Source: an optimization exercise on an open RTL-to-GDS flow (aim: small area and a short achievable clock period). Production flows keep margins and buffers that such runs may drop.
The RTL was checked by simulation tests, not by an equivalence proof against the original design.
Power figures rest on the tool's default switching activity, not on a simulated workload.

===== flow/flow/run.sh =====
#!/bin/bash
set -euo pipefail
SETUP_MARGIN=$(cat flow/setup_margin.txt)
bash standard.sh synth > synth.log 2>&1
bash standard.sh "BUFFER_PORTS_ARGS=-buffer_cell sky130_fd_sc_hd__buf_4" \
    SETUP_SLACK_MARGIN=$SETUP_MARGIN SETUP_MOVE_SEQUENCE=sizeup,swap finish > layout.log 2>&1

===== flow/flow/setup_margin.txt =====
17

===== flow/standard.sh =====
#!/bin/bash
# synth_recipe.tcl (not shown) runs the flow's synth.tcl, then flattens the netlist and writes it again
# the make line also repeats each setting of config.mk as NAME=value (left out here)
make -C /OpenROAD-flow-scripts/flow DESIGN_CONFIG=/design/flow/config.mk WORK_HOME=/design/flow/orfs CLKGATE_MAP_FILE= SYNTH_SCRIPT=/design/flow/synth_recipe.tcl "${@:-finish}"

===== flow/config.mk =====
export PLATFORM = sky130hd
export DESIGN_NAME = rec_calc
export DESIGN_NICKNAME = rec_calc
export VERILOG_FILES = /design/flow/design.v
export SDC_FILE = /design/flow/constraint.sdc
export NUM_CORES = 4
export LEC_CHECK = 0
export ABC_AREA = 1
export CAP_MARGIN = 20
export CORE_MARGIN = 2
export CORE_UTILIZATION = 65
export SLEW_MARGIN = 20

===== flow/constraint.sdc =====
create_clock -name core_clock -period 33.0 [get_ports {clk}]
set_input_delay 6.6000 -clock core_clock [delete_from_list [all_inputs] [get_ports {clk}]]
set_output_delay 6.6000 -clock core_clock [all_outputs]
set_load 0.01 [all_outputs]

===== flow/design.v =====
module calc_sub #(parameter int W = 17) (
    input  logic [W-1:0] a,
    input  logic [W-1:0] y,
    output logic [W:0]   r
);
    localparam int L = W > 16 ? 5 : W > 8 ? 4 : W > 4 ? 3 : W > 2 ? 2 : 1;    
    logic [W-1:0] gp [0:L];
    logic [W-1:0] tp [0:L];
    assign gp[0] = (a & ~y) | {{(W - 1){1'b0}}, ~y[0] | a[0]};    
    assign tp[0] = a | ~y;
    for (genvar l = 0; l < L; l++) begin : lvl
        for (genvar i = 0; i < W; i++) begin : bitx
            if ((i >> l) & 1) begin : comb
                localparam int J = ((i >> l) << l) - 1;
                assign gp[l+1][i] = gp[l][i] | (tp[l][i] & gp[l][J]);
                assign tp[l+1][i] = tp[l][i] & tp[l][J];
            end else begin : pass
                assign gp[l+1][i] = gp[l][i];
                assign tp[l+1][i] = tp[l][i];
            end
        end
    end
    assign r = {gp[L][W-1], a ^ (~y ^ {gp[L][W-2:0], 1'b1})};
endmodule
module calc_row #(parameter int W = 17, parameter int K = 3) (
    input  logic [W-1:0]   x,
    input  logic [K*W-1:0] mk,      
    input  logic [K-1:0]   hz,      
    input  logic [K-1:0]   en,      
    output logic [W-1:0]   xn,
    output logic [K-1:0]   g
);
    logic [W:0] t [1:K];
    logic [W-1:0] sel [0:K];
    for (genvar k = 1; k <= K; k++) begin : subs
        calc_sub #(.W(W)) sub (.a(x), .y(mk[(k-1)*W +: W]), .r(t[k]));
        assign g[k-1] = (hz[k-1] & t[k][W]) | en[k-1];
    end
    assign sel[0] = x & {W{~g[0]}};
    for (genvar k = 1; k <= K; k++) begin : mux
        if (k == K) begin : last
            assign sel[k] = sel[k-1] | (t[k][W-1:0] & {W{g[k-1]}});
        end else begin : mid
            assign sel[k] = sel[k-1] | (t[k][W-1:0] & {W{g[k-1] & ~g[k]}});
        end
    end
    assign xn = sel[K];
endmodule
module calc_row4 #(parameter int J = 0) (
    input  logic [16:0] x,
    input  logic [16:0] b,
    input  logic [18:0] b3,         
    input  logic        div,
    input  logic [2:0]  en,
    output logic [16:0] xn,
    output logic [1:0]  q
);
    localparam int W = 17 - 2 * J;
    logic [18:0] m [1:3];
    logic [3*W-1:0] mk;
    logic [2:0] hz, g;
    assign m[1] = {2'b0, b};
    assign m[2] = {1'b0, b, 1'b0};
    assign m[3] = b3;
    always_comb
        for (int k = 1; k <= 3; k++) begin
            mk[(k-1)*W +: W] = m[k][W-1:0];
            hz[k-1] = div & ((m[k] >> W) == 19'd0);
        end
    calc_row #(.W(W), .K(3)) row (.x(x[16:2*J]), .mk(mk), .hz(hz), .en(en), .xn(xn[16:2*J]), .g(g));
    if (J > 0) begin : low
        assign xn[2*J-1:0] = x[2*J-1:0];
    end
    assign q[1] = g[1];
    assign q[0] = (g[0] & ~g[1]) | g[2];
endmodule
module rec_calc(
    input [16:0] valA,
    input [3:0] op,
    input clk,
    input reset,
    output [16:0] result
);
    localparam int JS = 4;           
    logic [16:0] valB;               
    logic [16:0] sx;                 
    logic [16:2*JS] sq;              
    logic [16:0] sb;                 
    logic [18:0] sb3;                
    logic [2*JS-1:0] sa;             
    logic sdiv, ssub, smul;
    logic isdiv, ismul, issub, isadd;
    assign isdiv = (op == 4'd3);
    assign ismul = (op == 4'd2);
    assign issub = (op == 4'd1);
    assign isadd = ~isdiv & ~ismul & ~issub;
    logic [18:0] b3a;
    assign b3a = {2'b0, valB} + {1'b0, valB, 1'b0};
    logic [16:0] xa [JS:7];
    logic [16:0] qa;
    assign xa[7][13:0] = (isdiv | issub) ? valA[13:0] : ismul ? 14'h3fff : ~valA[13:0];
    logic [20:0] mk0;
    logic [6:0] hz0, g0;
    logic [2:0] xt;
    always_comb
        for (int k = 1; k <= 7; k++) begin
            logic [2:0] lo;
            lo = valB[2:0] * k;
            mk0[(k-1)*3 +: 3] = lo;
            hz0[k-1] = (valB <= 17'd7 / k);
        end
    calc_row #(.W(3), .K(7)) row_top (.x(valA[16:14]), .mk(mk0), .hz(hz0), .en(7'd0), .xn(xt), .g(g0));
    assign xa[7][16:14] = isdiv ? xt : issub ? valA[16:14]
                        : ismul ? ~(valA[16:14] * valB[2:0]) : ~valA[16:14];
    assign qa[16] = g0[3];
    assign qa[15] = (g0[1] & ~g0[3]) | g0[5];
    assign qa[14] = (g0[0] & ~g0[1]) | (g0[2] & ~g0[3]) | (g0[4] & ~g0[5]) | g0[6];
    for (genvar j = 6; j >= JS; j--) begin : rows_a
        logic [2:0] en;
        always_comb
            for (int k = 1; k <= 3; k++)
                en[k-1] = ismul & ({valA[2*j+1], valA[2*j]} >= k);
        calc_row4 #(.J(j)) row (.x(xa[j+1]), .b(valB), .b3(b3a), .div(isdiv), .en(en),
                                .xn(xa[j]), .q(qa[2*j+1:2*j]));
    end
    always @(posedge clk) begin
        if (reset) begin
            sx <= 17'h1ffff;
            sa <= '0;
            sdiv <= 1'b0;
            ssub <= 1'b0;
            smul <= 1'b1;
            valB <= 17'd0;
        end else begin
            sx <= xa[JS];
            sa <= valA[2*JS-1:0];
            sdiv <= isdiv;
            ssub <= issub;
            smul <= ismul;
            valB <= result;
        end
    end
    always @(posedge clk) begin
        sq <= qa[16:2*JS];
        sb <= valB;
        sb3 <= b3a;
    end
    logic [16:0] xb [0:JS];
    logic [2*JS-1:0] qb;
    assign xb[JS] = sx;
    for (genvar j = JS - 1; j >= 0; j--) begin : rows_b
        logic [2:0] en;
        always_comb
            for (int k = 1; k <= 3; k++)
                en[k-1] = (smul & ({sa[2*j+1], sa[2*j]} >= k))
                        | (~sdiv & ~smul & (j == 0) & (k == 1));
        calc_row4 #(.J(j)) row (.x(xb[j+1]), .b(sb), .b3(sb3), .div(sdiv), .en(en),
                                .xn(xb[j]), .q(qb[2*j+1:2*j]));
    end
    assign result = sdiv ? {sq, qb} : ssub ? xb[0] : ~xb[0];
endmodule

==> results.cfg, run 1 <==
[run_status]
run_status = no timing/DRC/antenna violations

[die]
fp.dieH_um = 161
die_area_mm2 = 0.0260
core-area_mm2 = 0.0243
die_x_um = 161
ioPinCount = 40
start_util_pct = 66.1
num_rows = 57

[drt]
drtIter0Drc = 2112
drtAntennaViolNets = 0
drt-wirelength-per-cell_um = 18.7
drcViolationCount = 0
via_count = 18400
via_per_inst = 5.97
first_pass_iters = 6
routed_wl_um = 57500

[place]
dp_hpwl_um = 44300
placed_cells = 3059
io_buffers = 39
dpl_worst_slack_ns = 15.91
gp_routability_congestion = 1.04
placed_cell_area_mm2 = 0.0166

[sta]
max_freq_ghz = 0.0634
hold_violations = 0
timing.final.crit_share_pct = 47.8
post-route-worst-setup-slack_ns = 17.23
drv_slew = 0
rsz0062_at_grt = true
relSlewSlack_pct = 35.2
finalSetupViolations = 0
setup_tns_ns = 0
tightest_slew_ns = 0.970
fin_crit_ns = 15.77
finClkSkew_ns = 0.00839

[setup_path]
worstSetupPathType = register to primary output
worst_ep_arrival_time_ns = 9.17
crit_top_cell = nand2_1
critPathSlowestCell = fa_1
worstSetupEndpointType = primary output
crit_path_start_kind = register
r2r_setup_slack_ns = 22.55
cp.required_ns = 26.40
crit_path_max_incr_delay_ns = 0.45
crit_fanout = 17

[clocking]
cts_root_buf = clkbuf_16
clockBufferDepth = 2
htreeDepth = 3
cts_buffers = 9
tritoncts = done
clock-sinks = 89
clkLatencyLatePin_ns = 0.35
cts.clk_slew.worst_paths_ns = 0.07

[final_layout]
fin_area_mm2 = 0.0177
multi_input_area_mm2 = 0.0132
mostFrequentLayoutCell = nand2_1
num-fill-cells = 2160
final_cell_mix = nand2_1 (863), inv_1 (385), nand3_1 (211)
drive_gt1_share_pct = 13.3
nNetsFinal = 2915
seqCellArea_mm2 = 0.00180
stdcell_count = 3076
area_growth_pct = 9.95

[global_route]
grt_antenna_before_repair = 1
grt_pass1_wl_um = 87800
met2_usage_pct = 69.0
grt_max_degree = 42
grt_pass1_vias = 16900
track_usage_pct = 42.9
grt_overflow = 0
top_usage_layer = met2
use_met1_pct = 53.5
met3_usage_pct = 8.53

[job]
maxCapViolCount = 0

[synthesis]
yosysSeqAreaShare_pct = 11.1
yosys_warnings = 75
synth_edf_count = 0
synth_cell_type_count = 58
syn_inst = 2730
syn-num-nets = 2899
synth-async-reset-ratio_pct = 0
ys_seq_elements = 89
synth_ff_type = dfxtp_1
avgSynthCellArea_um2 = 5.89
synth_area_mm2 = 0.0161

[power_and_ir_drop]
p_leak_uw = 0.00950
vdd_drop_max_mv = 0.0362
power_density_mw_per_mm2 = 81.0

[hold_path]
hp-class = register to register
## cells by family (layout without fill, tap and decap cells)
logic type                 after synthesis  count (layout)  synth area share [%]
AOI/OAI and AO/OA                      310             310                  11.2
xor gates and xnor gates               120             120                  6.54
adders and majority gates              146             146                  15.2
buffers and inverters                  474             495                  11.7
DFF                                     89              89                  11.1
other                                    0               1                     0
and+or+nand+nor                       1591            1591                  44.2
## flip-flops by register name (all words and copies together) (netlist names)
name / flops
smul: 1
sx: 17
sdiv: 1
sb3: 19
sb: 16
sq: 9
ssub: 1
sa: 8
valB: 17
## timing repair
item / CTS / global route
hold buffers: 0 / 0
setup buffers: 0 / 0
resized for setup: 29 / 187
endpoints found under the setup margin: 17 / 18
pin swaps: 7 / 103
## final timing paths
path,startpoint,to,depth (start not counted)
max reg2reg,valB[1]$_SDFF_PP0_,sx[9]$_SDFF_PP1_,46
min,valB[8]$_SDFF_PP0_,sb[8]$_DFF_P_,0
min reg2reg,valB[8]$_SDFF_PP0_,sb[8]$_DFF_P_,0
max,sdiv$_SDFF_PP0_,result[3],53
## where the power goes
| group | leakage (uW) | internal [uW] | switching, uW |
|---|---|---|---|
| Combinational | 0.00862 | 379 | 755 |
| Sequential | 0.000744 | 138 | 61.0 |
| Clock | 0.000141 | 52.6 | 47.7 |
| Total | 0.00950 | 569 | 864 |
## through the flow
stage	utilization, %	hold slack [ns]	power (uW)
2_1_floorplan	-	0.371	944
3_3_place_gp	68.2	0.384	1200
3_5_place_dp	68.2	0.389	1220
4_1_cts	69.9	0.399	1330
5_1_grt	72.7	0.418	1550
6_report	72.7	0.400	1430
## critical path: cells and delay by family, from the launching register on
kind,cells,cell delay [ns]
AO/OA/AOI/OAI,6,1.01
adder cells (fa/ha/maj),2,0.68
XOR/XNOR,1,0.30
buffers and inverters,6,1.09
AND/OR/NAND/NOR,38,5.38
flip-flops,1,0.32
## routing by layer
| metal | vias up | wire, um |
|---|---|---|
| li1 | 8683 | - |
| met1 | 8316 | 21700 |
| met2 | 1097 | 25500 |
| met3 | 261 | 6390 |
| met4 | 0 | 3900 |
| met5 | - | 0 |
## cells in the mapped netlist, types with 32 or more instances
| cell type | instances | share of area (%) |
|---|---|---|
| nand4_1 | 73 | 2.8 |
| nor2_1 | 219 | 5.1 |
| o21ai_0 | 100 | 3.1 |
| nand3_1 | 226 | 7.0 |
| inv_1 | 397 | 9.3 |
| ha_1 | 63 | 4.9 |
| a21oi_1 | 105 | 3.3 |
| dfxtp_1 | 89 | 11 |
| fa_1 | 83 | 10 |
| xor2_1 | 82 | 4.5 |
| nand2_1 | 921 | 22 |
| xnor2_1 | 38 | 2.1 |
| nand3_2 | 32 | 2.0 |
## area by class of cell
class | count | share of cell area (%)
tap | 324 | 2.29
sequential | 89 | 10.2
inverter | 430 | 9.26
clock buffer | 9 | 1.27
timing repair buffer | 49 | 2.19
multi-input combinational | 2167 | 74.4
antenna | 1 | 0.0142
clock inverter | 7 | 0.375
==> run 2, diff against run 1 <==
--- a/flow/design.v
+++ b/flow/design.v
@@ -89,3 +89,2 @@
     logic [18:0] sb3;                
-    logic [2*JS-1:0] sa;             
     logic sdiv, ssub, smul;
@@ -101,2 +100,4 @@
     assign xa[7][13:0] = (isdiv | issub) ? valA[13:0] : ismul ? 14'h3fff : ~valA[13:0];
+    logic [2*JS-1:0] xlo;
+    assign xlo = isadd ? ~valA[2*JS-1:0] : valA[2*JS-1:0];
     logic [20:0] mk0;
@@ -127,4 +128,3 @@
         if (reset) begin
-            sx <= 17'h1ffff;
-            sa <= '0;
+            sx <= {{(17 - 2*JS){1'b1}}, {(2*JS){1'b0}}};
             sdiv <= 1'b0;
@@ -134,4 +134,3 @@
         end else begin
-            sx <= xa[JS];
-            sa <= valA[2*JS-1:0];
+            sx <= {xa[JS][16:2*JS], xlo};
             sdiv <= isdiv;
@@ -149,3 +148,3 @@
     logic [2*JS-1:0] qb;
-    assign xb[JS] = sx;
+    assign xb[JS] = {sx[16:2*JS], sx[2*JS-1:0] | {(2*JS){smul}}};
     for (genvar j = JS - 1; j >= 0; j--) begin : rows_b
@@ -154,3 +153,3 @@
             for (int k = 1; k <= 3; k++)
-                en[k-1] = (smul & ({sa[2*j+1], sa[2*j]} >= k))
+                en[k-1] = (smul & ({sx[2*j+1], sx[2*j]} >= k))
                         | (~sdiv & ~smul & (j == 0) & (k == 1));
==> run 2 against run 1 <==
  * Worst setup slack improved by 0.10 ns
  * Fmax increased by 0.64%
  * Count of clock-buffer cells in the layout increased by 1
  * Wire length increased by 1.2%
  * Via count increased by 1.3%
  * Global-route usage increased by 0.72 points
  * Combinational power increased by 19%
  * Largest cell class unchanged
==> results.cfg, run 2 <==
[sta]
tightest_slew_ns = 1.21
setup_tns_ns = 0
relSlewSlack_pct = 18.6
max_freq_ghz = 0.0638
drv_slew = 0
timing.final.crit_share_pct = 47.5
hold_violations = 0
finClkSkew_ns = 0.0162
post-route-worst-setup-slack_ns = 17.33
rsz0062_at_grt = false
fin_crit_ns = 15.67
finalSetupViolations = 0

[synthesis]
yosysTopAreaCellShare_pct = 20.0
synth_ff_type = dfxtp_1
synth_cell_type_count = 61
synth_edf_count = 0
synth-async-reset-ratio_pct = 0
synth_area_mm2 = 0.0162
yosys_warnings = 75
syn_inst = 2718
synth_area_leader_cell = nand2_1
synth_common_cells = nand2_1 (864), inv_1 (408), nand3_1 (235)
syn-num-nets = 2883
avgSynthCellArea_um2 = 5.97
ys_seq_elements = 81
yosysMostFrequentCell = nand2_1
synthTopCellsByArea = nand2_1 (20%), dfxtp_1 (10%), fa_1 (10%)
yosysSeqAreaShare_pct = 10.0

[die]
die_x_um = 162
fp.dieH_um = 162
core-area_mm2 = 0.0244
num_rows = 57
die_area_mm2 = 0.0262
start_util_pct = 66.5
ioPinCount = 40

[setup_path]
path_buf_inv = 10
crit_top_cell = nand2_1
worst_ep_arrival_time_ns = 9.07
crit_path_start_kind = register
crit_path_max_incr_delay_ns = 0.63
critPathSlowestCell = dfxtp_1
cp.required_ns = 26.40
worstSetupPathType = register to primary output
critPathTopFamily = simple AND/OR/NAND/NOR gates
worstSetupEndpointType = primary output
crit_fanout = 17

[clocking]
clock-sinks = 81
cts_buffers = 9
htreeDepth = 3
cts.clk_slew.worst_paths_ns = 0.07
clockBufferDepth = 2
clkLatencyLatePin_ns = 0.35
tritoncts = done
cts_root_buf = clkbuf_16
cts_setup_buffers = 0

[drt]
drtAntennaViolNets = 0
drcViolationCount = 0
via_count = 18600
drt-wirelength-per-cell_um = 19.0
routed_wl_um = 58200
drtIter0Drc = 2276
first_pass_iters = 7
via_per_inst = 6.07

[power_and_ir_drop]
vdd_drop_max_mv = 0.0449
power_density_mw_per_mm2 = 94.5
p_leak_uw = 0.00932

[final_layout]
mostFrequentLayoutCell = nand2_1
largest_register_ffs = 19
reg_top3 = sb3 x19, sx x17, valB x17
nNetsFinal = 2900
final_cell_mix = nand2_1 (840), inv_1 (403), nand3_1 (229)
drive_gt1_share_pct = 12.6
area_growth_pct = 7.18
antenna_cells = 0
top_register = sb3
final_core_util_pct = 71.3

[global_route]
track_usage_pct = 43.6
grt_antenna_before_repair = 0
grt_max_degree = 28
grt_pass1_vias = 17600
grt_overflow = 0
grt_pass1_wl_um = 90500

[job]
maxCapViolCount = 0

[place]
io_buffers = 39
dp_hpwl_um = 46000
gp_routability_congestion = 1.10
dpl_worst_slack_ns = 16.51

[run_status]
run_status = no timing/DRC/antenna violations

[hold_path]
hp-class = register to register
==> run 2: cell types whose count changed after synthesis, sizes merged, moves of 4 or more <==
| cell | change |
|---|---|
| nand2 | -33 |
| dfxtp | -8 |
| nand3b | -6 |
| nand3 | +16 |
| a21boi | -7 |
| or2 | -7 |
| inv | +21 |
| o211ai | -4 |
| clkbuf | -7 |
| buf | +9 |
| xnor2 | +10 |
| xor2 | -4 |
==> run 2: layout make-up <==
class	count	area, um^2
multi-input cells	2141	12900
fillers	2166	7010
inverters	450	1710
flip-flops and latches	81	1640
well taps	324	405
repair buffers	52	402
clock buffers	10	239
clock inverters	6	48.8
==> run 2: kinds of logic after synthesis <==
family / after synthesis / synth area share [%]
adders and majority gates: 142 / 14.7
AOI/OAI and AO/OA: 303 / 11.0
and+or+nand+nor: 1570 / 44.9
xor gates and xnor gates: 126 / 6.80
buffers and inverters: 496 / 12.6
DFF: 81 / 10.0
==> run 2: final timing paths <==
path                       start                 to  slack [ns]  depth (start not counted)
max reg2reg   valB[3]$_SDFF_PP0_  sx[12]$_SDFF_PP1_       22.71                         44
max                sb[7]$_DFF_P_          result[5]       17.33                         57
min          valB[11]$_SDFF_PP0_     sb[11]$_DFF_P_        0.41                          0
min reg2reg  valB[11]$_SDFF_PP0_     sb[11]$_DFF_P_        0.41                          0
==> run 2: timing repair <==
action / 4_1_cts / 5_1_grt
hold buffers: 0 / 0
hold endpoints to repair: 0 / 0
pin swaps: 0 / 35
endpoints found under the setup margin: 17 / 18
gates resized for setup: 16 / 105
==> run 2: where the power goes <==
part           internal, uW  leakage [uW]  total [uW]  switching (uW)
logic                   444       0.00850        1340             899
registers               132      0.000678         202            70.0
clock network          53.9      0.000137        97.2            43.2
==> run 2: routing by layer <==
layer	GRT usage (%)	part of all wire [%]	vias to the layer above
met5	0	0	-
met4	30.7	8.0	0
met2	70.7	45	1208
li1	-	-	8665
met1	52.3	36	8401
met3	8.02	11	320
==> run 2: stage by stage <==
step                      area, um^2  power [uW]  instances  hold WS, ns
final                          17400        1640       3064        0.413
after global routing           17400        1780       3064        0.417
after CTS                      17000        1560       3064        0.407
after detailed placement       16700        1450       3048        0.393
after global placement         16700        1420       3048        0.389
after floorplan                16200        1120       2718        0.371
==> run 3, diff against run 2 <==
--- a/flow/config.mk
+++ b/flow/config.mk
@@ -11,2 +11,4 @@
 export CORE_UTILIZATION = 65
+export GPL_ROUTABILITY_DRIVEN = 0
+export GPL_TIMING_DRIVEN = 0
 export SLEW_MARGIN = 20
==> run 3 against run 2 <==
  * Still clean on timing, DRC and antenna
  * Design area fell by 0.18%
  * Cell count rose by 1.0%
  * Total power fell by 3.0%
  * Hold slack got worse by 0.0059 ns
  * Critical path type unchanged
  * Synthesized cell count did not move
  * Count of clock-buffer cells in the layout did not move
  * Register-to-register slack got worse by 0.41 ns
  * Combinational power barely moved
  * Non-clock buffer count rose by 32
==> results.cfg, run 3 <==
[clocking]
clkLatencyLatePin_ns = 0.34
cts_buffers = 9
htreeDepth = 3
cts.clk_slew.worst_paths_ns = 0.07
cts_setup_buffers = 0
clock-sinks = 81
cts_root_buf = clkbuf_16
clockBufferDepth = 2
hold_buffers = 0
tritoncts = done

[sta]
hold_violations = 0
whs_ns = 0.407
drv_slew = 0
max_freq_ghz = 0.0644
relSlewSlack_pct = 26.4
tightest_slew_ns = 1.10
timing.final.crit_share_pct = 47.0
fin_crit_ns = 15.52
rsz0062_at_grt = true
finClkSkew_ns = 0.0116
finalSetupViolations = 0
setup_tns_ns = 0

[setup_path]
cp.required_ns = 26.40
crit_top_cell = nand2_1
crit_path_start_kind = register
worstSetupPathType = register to primary output
critPathSlowestCell = dfxtp_1
worstSetupEndpointType = primary output
crit_path_max_incr_delay_ns = 0.65
worst_ep_arrival_time_ns = 8.92
crit_fanout = 10

[die]
ioPinCount = 40
die_area_mm2 = 0.0262
core-area_mm2 = 0.0244
start_util_pct = 66.5
die_x_um = 162
num_rows = 57
fp.dieH_um = 162

[global_route]
grt_pass1_vias = 17000
track_usage_pct = 42.0
grt_overflow = 0
grt_max_degree = 20
grt_antenna_before_repair = 0
grt_pass1_wl_um = 86900

[drt]
drtIter0Drc = 1821
routed_wl_um = 55600
first_pass_iters = 8
drtAntennaViolNets = 0
via_per_inst = 5.91
via_count = 18300
drcViolationCount = 0
drt-wirelength-per-cell_um = 18.0

[power_and_ir_drop]
p_int_uw = 625
seqPwrFrac_pct = 11.9
clkPwrFrac_pct = 6.0
p_switching_uw = 968
vdd_drop_max_mv = 0.0433
p_sw_share_pct = 60.8
power_density_mw_per_mm2 = 91.8
comb_power_share_pct = 82.1
p_leak_uw = 0.00937

[final_layout]
antenna_cells = 0
drive_gt1_share_pct = 11.6
largest_register_ffs = 19
stdcell_count = 3096
final_cell_mix = nand2_1 (858), inv_1 (405), nand3_1 (234)
fin_area_mm2 = 0.0174
final_core_util_pct = 71.1
area_growth_pct = 6.99
nNetsFinal = 2932
reg_top3 = sb3 x19, sx x17, valB x17
top_register = sb3
mostFrequentLayoutCell = nand2_1

[synthesis]
yosysTopAreaCellShare_pct = 20.0
synth_area_mm2 = 0.0162
synth-async-reset-ratio_pct = 0
avgSynthCellArea_um2 = 5.97
ys_seq_elements = 81
yosysSeqAreaShare_pct = 10.0
synthTopCellsByArea = nand2_1 (20%), dfxtp_1 (10%), fa_1 (10%)
yosys_warnings = 75
synth_edf_count = 0
synth_common_cells = nand2_1 (864), inv_1 (408), nand3_1 (235)
synth_ff_type = dfxtp_1
yosysMostFrequentCell = nand2_1
syn_inst = 2718
syn-num-nets = 2883
synth_area_leader_cell = nand2_1
synth_cell_type_count = 61

[run_status]
run_status = no timing/DRC/antenna violations

[place]
placed_cell_area_mm2 = 0.0169
placed_cells = 3080
io_buffers = 38
dp_hpwl_um = 44200

[hold_path]
hp-class = register to register

[job]
maxCapViolCount = 0
-- run 3: cell counts after synthesis --
No cell type changed its count.
-- run 3: critical path: cells and delay by family, from the launching register on --
kind	cells	cell delay, ns
AO/OA/AOI/OAI	6	1.08
flip-flops	1	0.65
XOR/XNOR	4	0.67
buffers and inverters	12	1.36
AND/OR/NAND/NOR	33	3.71
adder cells (fa/ha/maj)	3	1.04
-- run 3: power groups by stage --
stage | registers (uW) | clock network [uW] | logic (uW)
2_1_floorplan | 157 | 0 | 960
3_3_place_gp | 187 | 0 | 1210
3_5_place_dp | 187 | 0 | 1250
4_1_cts | 185 | 95.4 | 1260
5_1_grt | 190 | 99.3 | 1450
6_report | 190 | 95.2 | 1310
-- run 3: logic make-up (layout without fill, tap and decap cells) --
group	Yosys count	in the layout	share of synthesized area [%]
buffers and inverters	496	550	12.6
xor gates and xnor gates	126	126	6.80
and+or+nand+nor	1570	1570	44.9
DFF	81	81	10.0
adders and majority gates	142	142	14.7
AOI/OAI and AO/OA	303	303	11.0
-- run 3: stage by stage --
stage / total power, uW / setup slack, ns
finish: 1590 / 17.48
global route: 1740 / 16.91
CTS: 1540 / 17.08
detailed placement: 1440 / 17.24
global placement: 1400 / 17.40
floorplan: 1120 / 19.22
-- run 3: routing by layer --
| layer | vias to the layer above | part of all wire, % | global-route usage (%) |
|---|---|---|---|
| li1 | 8715 | - | - |
| met1 | 8281 | 37 | 52.0 |
| met2 | 1053 | 45 | 67.8 |
| met3 | 258 | 11 | 5.95 |
| met4 | 0 | 7.3 | 28.6 |
| met5 | - | 0 | 0 |
-- run 3: worst paths after layout --
| kind | startpoint | cells past startpoint | slack [ns] | to |
|---|---|---|---|---|
| setup / recovery | sb3[7]$_DFF_P_ | 58 | 17.48 | result[9] |
| hold reg to reg | valB[7]$_SDFF_PP0_ | 0 | 0.41 | sb[7]$_DFF_P_ |
| hold / removal | valB[7]$_SDFF_PP0_ | 0 | 0.41 | sb[7]$_DFF_P_ |
| setup reg to reg | valB[2]$_SDFF_PP0_ | 48 | 22.30 | sx[9]$_SDFF_PP1_ |
-- run 3: area by class of cell --
| type | count | area [um^2] |
|---|---|---|
| inverter | 450 | 1690 |
| tap | 324 | 405 |
| timing repair buffer | 38 | 285 |
| fill | 2282 | 7040 |
| multi-input combinational | 2141 | 12700 |
| sequential | 81 | 1620 |
| clock buffer | 10 | 239 |
| buffer | 46 | 370 |
| clock inverter | 6 | 50.0 |
-- run 3: repair_timing --
action,CTS,global route
endpoints found under the setup margin,11,24
hold endpoints to repair,0,0
gates cloned,0,0
resized for setup,1,43
pin swaps,0,7
==> run 4, diff against run 3 <==
--- a/flow/config.mk
+++ b/flow/config.mk
@@ -12,3 +12,2 @@
 export GPL_ROUTABILITY_DRIVEN = 0
-export GPL_TIMING_DRIVEN = 0
 export SLEW_MARGIN = 20
==> run 4 against run 3 <==
  * Largest cell class unchanged
  * Clock skew shrank 0.00053 ns
  * Cell count shrank 1.1%
  * Die area is the same
  * Sequential share of layout area grew 0.14 points
  * Via count grew 0.19%
  * Still clean
  * Design area shrank 0.61%
  * Core utilization shrank 0.43 points
  * Area after synthesis is the same
  * Fmax grew 0.39%
==> results.cfg, run 4 <==
[die]
start_util_pct = 66.5
die_x_um = 162
num_rows = 57
fp.dieH_um = 162
core-area_mm2 = 0.0244
die_area_mm2 = 0.0262
ioPinCount = 40

[setup_path]
worstSetupPathType = register to primary output
ff2ff_path_depth = 50
crit_path_start_kind = register
crit_top_cell = nand2_1
worst_ep_arrival_time_ns = 8.86
critPathLaunch = sb[7]$_DFF_P_
r2r_setup_slack_ns = 23.00
worstSetupEndpointType = primary output
crit_path_max_incr_delay_ns = 0.62
critPathSlowestCell = dfxtp_1
crit_fanout = 17
endpoint = result[9]
reg2reg_to = sx[9]$_SDFF_PP1_
reg2reg_from = valB[1]$_SDFF_PP0_
cp.required_ns = 26.40

[drt]
via_count = 18300
drcViolationCount = 0
drtIter0Drc = 1791
via_per_inst = 5.99
drtAntennaViolNets = 0
drt-wirelength-per-cell_um = 18.3
first_pass_iters = 8
routed_wl_um = 56100

[global_route]
grt_overflow = 0
grt_pass1_vias = 16800
grt_max_degree = 28
grt_pass1_wl_um = 87200
track_usage_pct = 42.2
grt_antenna_before_repair = 0

[clocking]
hold_buffers = 0
clkLatencyLatePin_ns = 0.34
cts_setup_buffers = 0
clockBufferDepth = 2
htreeDepth = 3
cts.clk_slew.worst_paths_ns = 0.06
tritoncts = done
cts_buffers = 9
cts_root_buf = clkbuf_16
clock-sinks = 81

[synthesis]
yosys_warnings = 75
synth_edf_count = 0
syn_inst = 2718
yosysTopAreaCellShare_pct = 20.0
yosysSeqAreaShare_pct = 10.0
avgSynthCellArea_um2 = 5.97
synthTopCellsByArea = nand2_1 (20%), dfxtp_1 (10%), fa_1 (10%)
synth-async-reset-ratio_pct = 0
synth_area_leader_cell = nand2_1
syn-num-nets = 2883
yosysMostFrequentCell = nand2_1
synth_ff_type = dfxtp_1
synth_cell_type_count = 61
ys_seq_elements = 81
synth_common_cells = nand2_1 (864), inv_1 (408), nand3_1 (235)
synth_area_mm2 = 0.0162

[power_and_ir_drop]
seqPwrFrac_pct = 12.6
p_sw_share_pct = 61.3
vdd_drop_max_mv = 0.0501
comb_power_share_pct = 81.5
clkPwrFrac_pct = 5.9
p_switching_uw = 989
p_leak_uw = 0.00925
power_density_mw_per_mm2 = 93.5
p_int_uw = 624

[final_layout]
reg_top3 = sb3 x19, sx x17, valB x17
stdcell_count = 3062
drive_gt1_share_pct = 12.1
top_register = sb3
final_cell_mix = nand2_1 (845), inv_1 (404), nand3_1 (230)
mostFrequentLayoutCell = nand2_1
nNetsFinal = 2897
largest_register_ffs = 19
area_growth_pct = 6.34
final_core_util_pct = 70.7

[place]
dp_hpwl_um = 44300
io_buffers = 39
placed_cells = 3045

[sta]
finalSetupViolations = 0
relSlewSlack_pct = 29.0
setup_tns_ns = 0
hold_violations = 0
finClkSkew_ns = 0.0111
rsz0062_at_grt = false
drv_slew = 0
fin_crit_ns = 15.46
timing.final.crit_share_pct = 46.8
max_freq_ghz = 0.0647
tightest_slew_ns = 1.06

[hold_path]
worstHoldStart = valB[7]$_SDFF_PP0_
hp-class = register to register
holdPathStages = 0

[job]
maxCapViolCount = 0

[run_status]
run_status = no timing/DRC/antenna violations
## run 4: worst min path at each step
stage | to | slack (ns)
after floorplan | sb[10]$_DFF_P_ | 0.37
after global placement | sb[8]$_DFF_P_ | 0.40
after detailed placement | sb[9]$_DFF_P_ | 0.40
after CTS | sb[8]$_DFF_P_ | 0.41
after global routing | sb[8]$_DFF_P_ | 0.41
final | sb[7]$_DFF_P_ | 0.41
## run 4: logic make-up after synthesis
family	Yosys count	share of synthesized area [%]
adders and majority gates	142	14.7
and+or+nand+nor	1570	44.9
xor gates and xnor gates	126	6.80
AOI/OAI and AO/OA	303	11.0
buffers and inverters	496	12.6
DFF	81	10.0
## run 4: power by group through the flow
| stage | logic (uW) | clock network (uW) | registers, uW |
|---|---|---|---|
| floorplan | 960 | 0 | 157 |
| global placement | 1220 | 0 | 196 |
| detailed placement | 1240 | 0 | 197 |
| CTS | 1250 | 96.3 | 195 |
| global route | 1450 | 101 | 202 |
| finish | 1310 | 95.4 | 203 |
## run 4: layer usage
| metal | vias to the layer above | share of wire (%) | GRT usage, % |
|---|---|---|---|
| li1 | 8651 | - | - |
| met1 | 8252 | 37 | 52.1 |
| met2 | 1178 | 44 | 67.7 |
| met3 | 260 | 11 | 7.35 |
| met4 | 0 | 7.6 | 27.8 |
| met5 | - | 0 | 0 |
## run 4: worst max-delay path: cells and delay by family (launching register included)
kind / cells / cell delay [ns]
AOI/OAI and AO/OA: 7 / 0.92
xor gates and xnor gates: 4 / 0.73
adders and majority gates: 3 / 1.10
buffers and inverters: 8 / 1.12
DFF: 1 / 0.62
and+or+nand+nor: 27 / 3.99
## run 4: what timing repair did
| action | 4_1_cts | 5_1_grt |
|---|---|---|
| pin swaps | 0 | 23 |
| gates resized for setup | 10 | 81 |
| setup endpoints to repair | 17 | 27 |
## run 4: cell type report
type / count / area (um^2)
Antenna cell: 1 / 2.50
Timing Repair Buffer: 49 / 372
Inverter: 450 / 1710
Tap cell: 324 / 405
Clock buffer: 9 / 225
Fill cell: 2221 / 7140
Multi-Input combinational cell: 2141 / 12800
Sequential cell: 81 / 1640
Clock inverter: 7 / 61.3
## run 4: through the flow
step	area (um^2)	total power [uW]	hold WS, ns	setup WS [ns]
floorplan	16200	1120	0.371	19.22
global route	17200	1750	0.414	16.94
detailed placement	16600	1440	0.399	16.63
global placement	16600	1410	0.402	16.76
CTS	16900	1540	0.407	17.08
finish	17200	1610	0.408	17.54
==> run 5, diff against run 4 <==
--- a/flow/design.v
+++ b/flow/design.v
@@ -87,4 +87,4 @@
     logic [16:2*JS] sq;              
-    logic [16:0] sb;                 
-    logic [18:0] sb3;                
+    logic [16:0] sbn;                
+    logic [18:0] sb3n;               
     logic sdiv, ssub, smul;
@@ -143,4 +143,4 @@
         sq <= qa[16:2*JS];
-        sb <= valB;
-        sb3 <= b3a;
+        sbn <= ~valB;
+        sb3n <= ~b3a;
     end
@@ -155,3 +155,3 @@
                         | (~sdiv & ~smul & (j == 0) & (k == 1));
-        calc_row4 #(.J(j)) row (.x(xb[j+1]), .b(sb), .b3(sb3), .div(sdiv), .en(en),
+        calc_row4 #(.J(j)) row (.x(xb[j+1]), .b(~sbn), .b3(~sb3n), .div(sdiv), .en(en),
                                 .xn(xb[j]), .q(qb[2*j+1:2*j]));
--- a/flow/config.mk
+++ b/flow/config.mk
@@ -10,3 +10,3 @@
 export CORE_MARGIN = 2
-export CORE_UTILIZATION = 65
+export CORE_UTILIZATION = 70
 export GPL_ROUTABILITY_DRIVEN = 0
==> run 5 against run 4 <==
  * Cell count shrank 0.98%
  * Register-to-register slack lost 0.77 ns
  * Die area shrank 8.6%
  * Count of clock-buffer cells in the layout grew 1
  * Sequential power grew 3%
  * Non-clock buffer count shrank 5
  * Design area grew 1.5%
  * Clock skew shrank 0.0043 ns
  * Clock power grew 26%
==> results.cfg, run 5 <==
[synthesis]
yosysMostFrequentCell = nand2_1
yosys_warnings = 75
synth_edf_count = 0
synth_ff_type = dfxtp_1
ys_seq_elements = 81
synth_cell_type_count = 55
avgSynthCellArea_um2 = 5.85
syn_inst = 2725
synthTopCellsByArea = nand2_1 (21%), inv_1 (10%), dfxtp_1 (10%)
synth_area_leader_cell = nand2_1
synth-async-reset-ratio_pct = 0
yosysSeqAreaShare_pct = 10.2
synth_area_mm2 = 0.0159
yosysTopAreaCellShare_pct = 20.5
syn-num-nets = 2890
synth_common_cells = nand2_1 (872), inv_1 (434), nand3_1 (229)

[die]
ioPinCount = 40
num_rows = 55
die_x_um = 155
die_area_mm2 = 0.0240
fp.dieH_um = 155
core-area_mm2 = 0.0225
start_util_pct = 70.8

[global_route]
grt_antenna_before_repair = 1
grt_max_degree = 29
grt_overflow = 0
grt_pass1_vias = 17500
track_usage_pct = 45.4
grt_pass1_wl_um = 86700

[final_layout]
seqCellArea_mm2 = 0.00164
num-fill-cells = 1783
nNetsFinal = 2907
area_growth_pct = 9.86
drive_gt1_share_pct = 14.4
mostFrequentLayoutCell = nand2_1
top_register = sb3n
fin_area_mm2 = 0.0175
final_cell_mix = nand2_1 (826), inv_1 (420), nand3_1 (209)
multi_input_area_mm2 = 0.0130
largest_register_ffs = 19
reg_top3 = sb3n x19, sx x17, valB x17

[clocking]
hold_buffers = 0
cts.clk_slew.worst_paths_ns = 0.06
clkLatencyLatePin_ns = 0.33
cts_setup_buffers = 0
cts_root_buf = clkbuf_16
tritoncts = done
clockBufferDepth = 2
cts_buffers = 9
clock-sinks = 81
htreeDepth = 3

[sta]
finClkSkew_ns = 0.00676
whs_ns = 0.475
finalSetupViolations = 0
setup_tns_ns = 0
max_freq_ghz = 0.0627
relSlewSlack_pct = 40.3
rsz0062_at_grt = true
fin_crit_ns = 15.96
tightest_slew_ns = 0.895
timing.final.crit_share_pct = 48.4
hold_violations = 0
drv_slew = 0

[drt]
drtIter0Drc = 2009
via_per_inst = 6.19
routed_wl_um = 55400
first_pass_iters = 9
drcViolationCount = 0
drt-wirelength-per-cell_um = 18.3
via_count = 18800
drtAntennaViolNets = 0

[setup_path]
critPathTopFamily = simple AND/OR/NAND/NOR gates
worst_ep_arrival_time_ns = 9.36
crit_fanout = 14
crit_path_start_kind = register
crit_path_max_incr_delay_ns = 0.84
cp.required_ns = 26.40
worstSetupPathType = register to primary output
worstSetupEndpointType = primary output
path_buf_inv = 6
critPathSlowestCell = dfxtp_1

[power_and_ir_drop]
vdd_drop_max_mv = 0.0497
p_leak_uw = 0.00988
total_power_uw = 1690
power_density_mw_per_mm2 = 96.7

[run_status]
run_status = no timing/DRC/antenna violations

[job]
maxCapViolCount = 0

[place]
dp_hpwl_um = 44000
placed_cell_area_mm2 = 0.0164
io_buffers = 39

[hold_path]
hp-class = register to register
==> run 5: cell types whose count changed in the layout (fill, tap and decap cells not counted), sizes merged, moves of 8 or more <==
cell    change
xor2       -19
a21boi      +9
or2         +9
inv        +20
o21ai       +9
nor2       +12
nand3       -8
==> run 5: kinds of logic (layout without fill, tap and decap cells) <==
family,Yosys count,in the layout,synth area share (%)
AND/OR/NAND/NOR,1568,1568,44.5
buffers and inverters,509,530,12.5
AO/OA/AOI/OAI,319,319,12.0
adder cells (fa/ha/maj),142,142,15.0
XOR/XNOR,106,106,5.83
flip-flops,81,81,10.2
other,0,1,0
==> run 5: layout make-up <==
cell class	instances	area share, %
tap	285	2.04
sequential	81	9.37
inverter	471	10.3
clock buffer	10	1.31
antenna	1	0.0143
timing repair buffer	44	1.99
clock inverter	5	0.737
multi-input combinational	2135	74.2
==> run 5: path summary, 6_finish.rpt <==
check | startpoint | endpoint | slack, ns | depth (start not counted)
worst max-delay path | sbn[7]$_DFF_P_ | result[8] | 17.04 | 45
worst min register to register | valB[11]$_SDFF_PP0_ | sbn[11]$_DFF_P_ | 0.47 | 1
worst min-delay path | valB[11]$_SDFF_PP0_ | sbn[11]$_DFF_P_ | 0.47 | 1
worst max register to register | valB[1]$_SDFF_PP0_ | sx[8]$_SDFF_PP1_ | 22.23 | 47
==> run 5: metal layers <==
| layer | up-vias | share of wire (%) | global-route usage (%) |
|---|---|---|---|
| met5 | - | 0 | 0 |
| met4 | 0 | 8.3 | 31.8 |
| met3 | 375 | 12 | 9.53 |
| met2 | 1307 | 44 | 73.1 |
| met1 | 8432 | 35 | 54.2 |
| li1 | 8649 | - | - |
==> run 5: power breakdown <==
group,switching (uW),internal [uW]
clock,38.7,81.3
sequential,77.5,132
combinational,907,455
==> run 5: stage by stage <==
| step | util (%) | worst slack (ns) | instances |
|---|---|---|---|
| 3_3_place_gp | 72.8 | 16.43 | 3016 |
| 5_1_grt | 77.7 | 16.63 | 3031 |
| 3_5_place_dp | 72.8 | 16.07 | 3016 |
| 4_1_cts | 75.1 | 17.01 | 3031 |
| 2_1_floorplan | - | 19.43 | 2725 |
| 6_report | 77.8 | 17.04 | 3032 |
==> run 5: timing repair <==
action | 4_1_cts | 5_1_grt
gates resized for setup | 34 | 169
pin swaps | 11 | 67
endpoints found under the setup margin | 17 | 27
==> run 6, diff against run 5 <==
--- a/flow/config.mk
+++ b/flow/config.mk
@@ -10,3 +10,3 @@
 export CORE_MARGIN = 2
-export CORE_UTILIZATION = 70
+export CORE_UTILIZATION = 65
 export GPL_ROUTABILITY_DRIVEN = 0
==> run 6 against run 5 <==
  * Sequential cell count stayed put
  * Area after synthesis stayed put
  * Worst setup slack better by 0.20 ns
  * Clock skew is 0.0063 ns higher
  * Cell count is 1.5% higher
  * Sequential power hardly changed
  * Non-clock buffer count is 4 higher
  * Die area is 7.5% higher
  * Sequential share of layout area is 0.051 points lower
  * Global-route usage is 3.1 points lower
  * Hold slack worse by 0.0046 ns
  * Count of clock-buffer cells in the layout is 1 lower
  * Critical endpoint unchanged
  * Largest cell class unchanged
==> results.cfg, run 6 <==
[run_status]
run_status = no timing/DRC/antenna violations

[drt]
via_per_inst = 6.02
routed_wl_um = 55800
via_count = 18500
drtIter0Drc = 1929
drtAntennaViolNets = 0
first_pass_iters = 8
drcViolationCount = 0
drt-wirelength-per-cell_um = 18.1

[synthesis]
synth-async-reset-ratio_pct = 0
synth_area_mm2 = 0.0159
synth_common_cells = nand2_1 (872), inv_1 (434), nand3_1 (229)
yosys.area_share.simple_pct = 44.5
synthTopCellsByArea = nand2_1 (21%), inv_1 (10%), dfxtp_1 (10%)
synth_area_leader_cell = nand2_1
synth_compound_gate_area_share_pct = 12.0
synth_ff_type = dfxtp_1
synth_cell_type_count = 55
ys_seq_elements = 81
synthAdderAreaFrac_pct = 15.0
yosysSeqAreaShare_pct = 10.2
synth_edf_count = 0
synthXorXnorAreaFrac_pct = 5.83
avgSynthCellArea_um2 = 5.85
yosys_warnings = 75
syn_inst = 2725
yosysTopAreaCellShare_pct = 20.5
synth_mux_area_share_pct = 0
synth_top_family_by_area = simple AND/OR/NAND/NOR gates
syn-num-nets = 2890
yosysMostFrequentCell = nand2_1

[final_layout]
area_growth_pct = 10.5
nNetsFinal = 2911
drive_gt1_share_pct = 15.3
mostFrequentLayoutCell = nand2_1
multi_input_area_mm2 = 0.0130
reg_top3 = sb3n x19, sx x17, valB x17
final_core_util_pct = 72.8
largest_register_ffs = 19
top_register = sb3n
num-fill-cells = 2143
final_cell_mix = nand2_1 (819), inv_1 (416), nand3_1 (209)
seqCellArea_mm2 = 0.00164

[clocking]
htreeDepth = 3
cts_buffers = 9
cts_setup_buffers = 0
hold_buffers = 0
clockBufferDepth = 2
cts_root_buf = clkbuf_16
clkLatencyLatePin_ns = 0.34
cts.clk_slew.worst_paths_ns = 0.07
tritoncts = done
clock-sinks = 81

[setup_path]
worst_ep_arrival_time_ns = 9.16
path_buf_inv = 8
crit_path_start_kind = register
worstSetupPathType = register to primary output
crit_top_cell = nand2_2
path_depth = 46
worstSetupEndpointType = primary output
ff2ff_path_depth = 50
crit_fanout = 14
critPathSlowestCell = dfxtp_1
crit_path_max_incr_delay_ns = 0.65
critPathTopFamily = simple AND/OR/NAND/NOR gates
cp.required_ns = 26.40

[global_route]
track_usage_pct = 42.2
grt_pass1_wl_um = 87000
grt_max_degree = 29
grt_antenna_before_repair = 1
grt_overflow = 0
grt_pass1_vias = 17100

[sta]
finalSetupViolations = 0
rsz0062_at_grt = true
relSlewSlack_pct = 38.5
finClkSkew_ns = 0.0131
max_freq_ghz = 0.0635
post-route-worst-setup-slack_ns = 17.24
drv_slew = 0
hold_violations = 0
timing.final.crit_share_pct = 47.7
whs_ns = 0.470
fin_crit_ns = 15.76
tightest_slew_ns = 0.921
setup_tns_ns = 0

[power_and_ir_drop]
clkPwrFrac_pct = 6.6
p_switching_uw = 1030
p_int_uw = 655
p_sw_share_pct = 61.0
power_density_mw_per_mm2 = 95.5
p_leak_uw = 0.00988
comb_power_share_pct = 81.0
seqPwrFrac_pct = 12.4
vdd_drop_max_mv = 0.0433

[die]
core-area_mm2 = 0.0242
start_util_pct = 65.9
num_rows = 57
die_x_um = 161
fp.dieH_um = 161
ioPinCount = 40
die_area_mm2 = 0.0258

[place]
dp_hpwl_um = 44700
dpl_worst_slack_ns = 16.40
io_buffers = 39

[hold_path]
hp-class = register to register
holdPathStages = 1

[job]
maxCapViolCount = 0
==> run 6: cell counts after synthesis <==
No cell type changed its count.
==> run 6: cells by family after synthesis <==
family          after synthesis
simple gates               1568
buf+inv                     509
compound gates              319
fa+ha+maj                   142
xor+xnor                    106
flops                        81
==> run 6: per-stage QoR <==
stage | power (uW) | instances | cell area (um^2)
finish | 1680 | 3076 | 17600
global route | 1830 | 3075 | 17600
CTS | 1560 | 3075 | 16800
detailed placement | 1440 | 3059 | 16500
global placement | 1410 | 3059 | 16500
floorplan | 1100 | 2725 | 15900
==> run 6: worst paths after layout <==
path,from,end,slack [ns]
worst min-delay path,valB[12]$_SDFF_PP0_,sbn[12]$_DFF_P_,0.47
worst min register to register,valB[12]$_SDFF_PP0_,sbn[12]$_DFF_P_,0.47
worst max register to register,valB[1]$_SDFF_PP0_,sx[8]$_SDFF_PP1_,22.24
worst max-delay path,sb3n[4]$_DFF_P_,result[8],17.24
==> run 6: cell type report <==
class                   instances  area share, %
flip-flops and latches         81           9.32
clock inverters                 7          0.597
well taps                     324           2.30
diodes                          1         0.0142
inverters                     471           10.2
clock buffers                   9           1.28
multi-input cells            2135           74.1
repair buffers                 48           2.16
==> run 6: power groups by stage <==
stage          clock network (uW)  registers [uW]  logic [uW]
3_3_place_gp                    0             200        1210
4_1_cts                       112             198        1250
5_1_grt                       117             206        1510
3_5_place_dp                    0             200        1240
2_1_floorplan                   0             159         945
6_report                      112             208        1360
==> run 6: metal layers <==
metal / track usage (%) / up-vias / part of all wire, %
met5: 0 / - / 0.018
met4: 26.2 / 2 / 7.4
met3: 4.49 / 295 / 9.8
met2: 69.6 / 1115 / 44
met1: 53.3 / 8436 / 38
li1: - / 8662 / -
==> run 6: repair_timing <==
item,in CTS,in global routing
setup endpoints to repair,17,27
gates resized for setup,12,210
pin swaps,2,94

==> static timing again, ports no longer ideal <==
The flow's constraints put no driver on any port. The routed layouts listed below were extracted and timed again, unchanged, in two steps. Step 1, drivers: a clkbuf_16 drives clk and a buf_2 each remaining input, both assumed. Step 2 moves the port delays by t, midway between the first and last clock arrival at a register: inputs arrive t later, outputs are due t later. That takes back most of the time a late clock gives input paths. a / b / c = ideal / step 1 / step 2; a / b = the first two.
| run | t (ns) | slack for setup (ns) | worst setup path at the end | slew at the worst register clock pin (ns) |
|---|---|---|---|---|
| run 1 | 0.385 | 17.226 / 17.183 / 17.436 | input to register | 0.07 / 0.07 |
| run 2 | 0.383 | 17.326 / 17.282 / 17.520 | input to register | 0.07 / 0.07 |
| run 3 | 0.377 | 17.482 / 17.439 / 17.428 | input to register | 0.07 / 0.07 |
| run 4 | 0.377 | 17.542 / 17.498 / 17.557 | input to register | 0.07 / 0.07 |
| run 5 | 0.372 | 17.044 / 17.003 / 17.375 | register to output | 0.06 / 0.06 |
| run 6 | 0.377 | 17.243 / 17.202 / 17.579 | register to output | 0.07 / 0.07 |
After both steps every run listed still meets setup and hold. The setup slack of run 3, which loses most, moves by -0.043 ns with the drivers and by -0.054 ns with both steps.
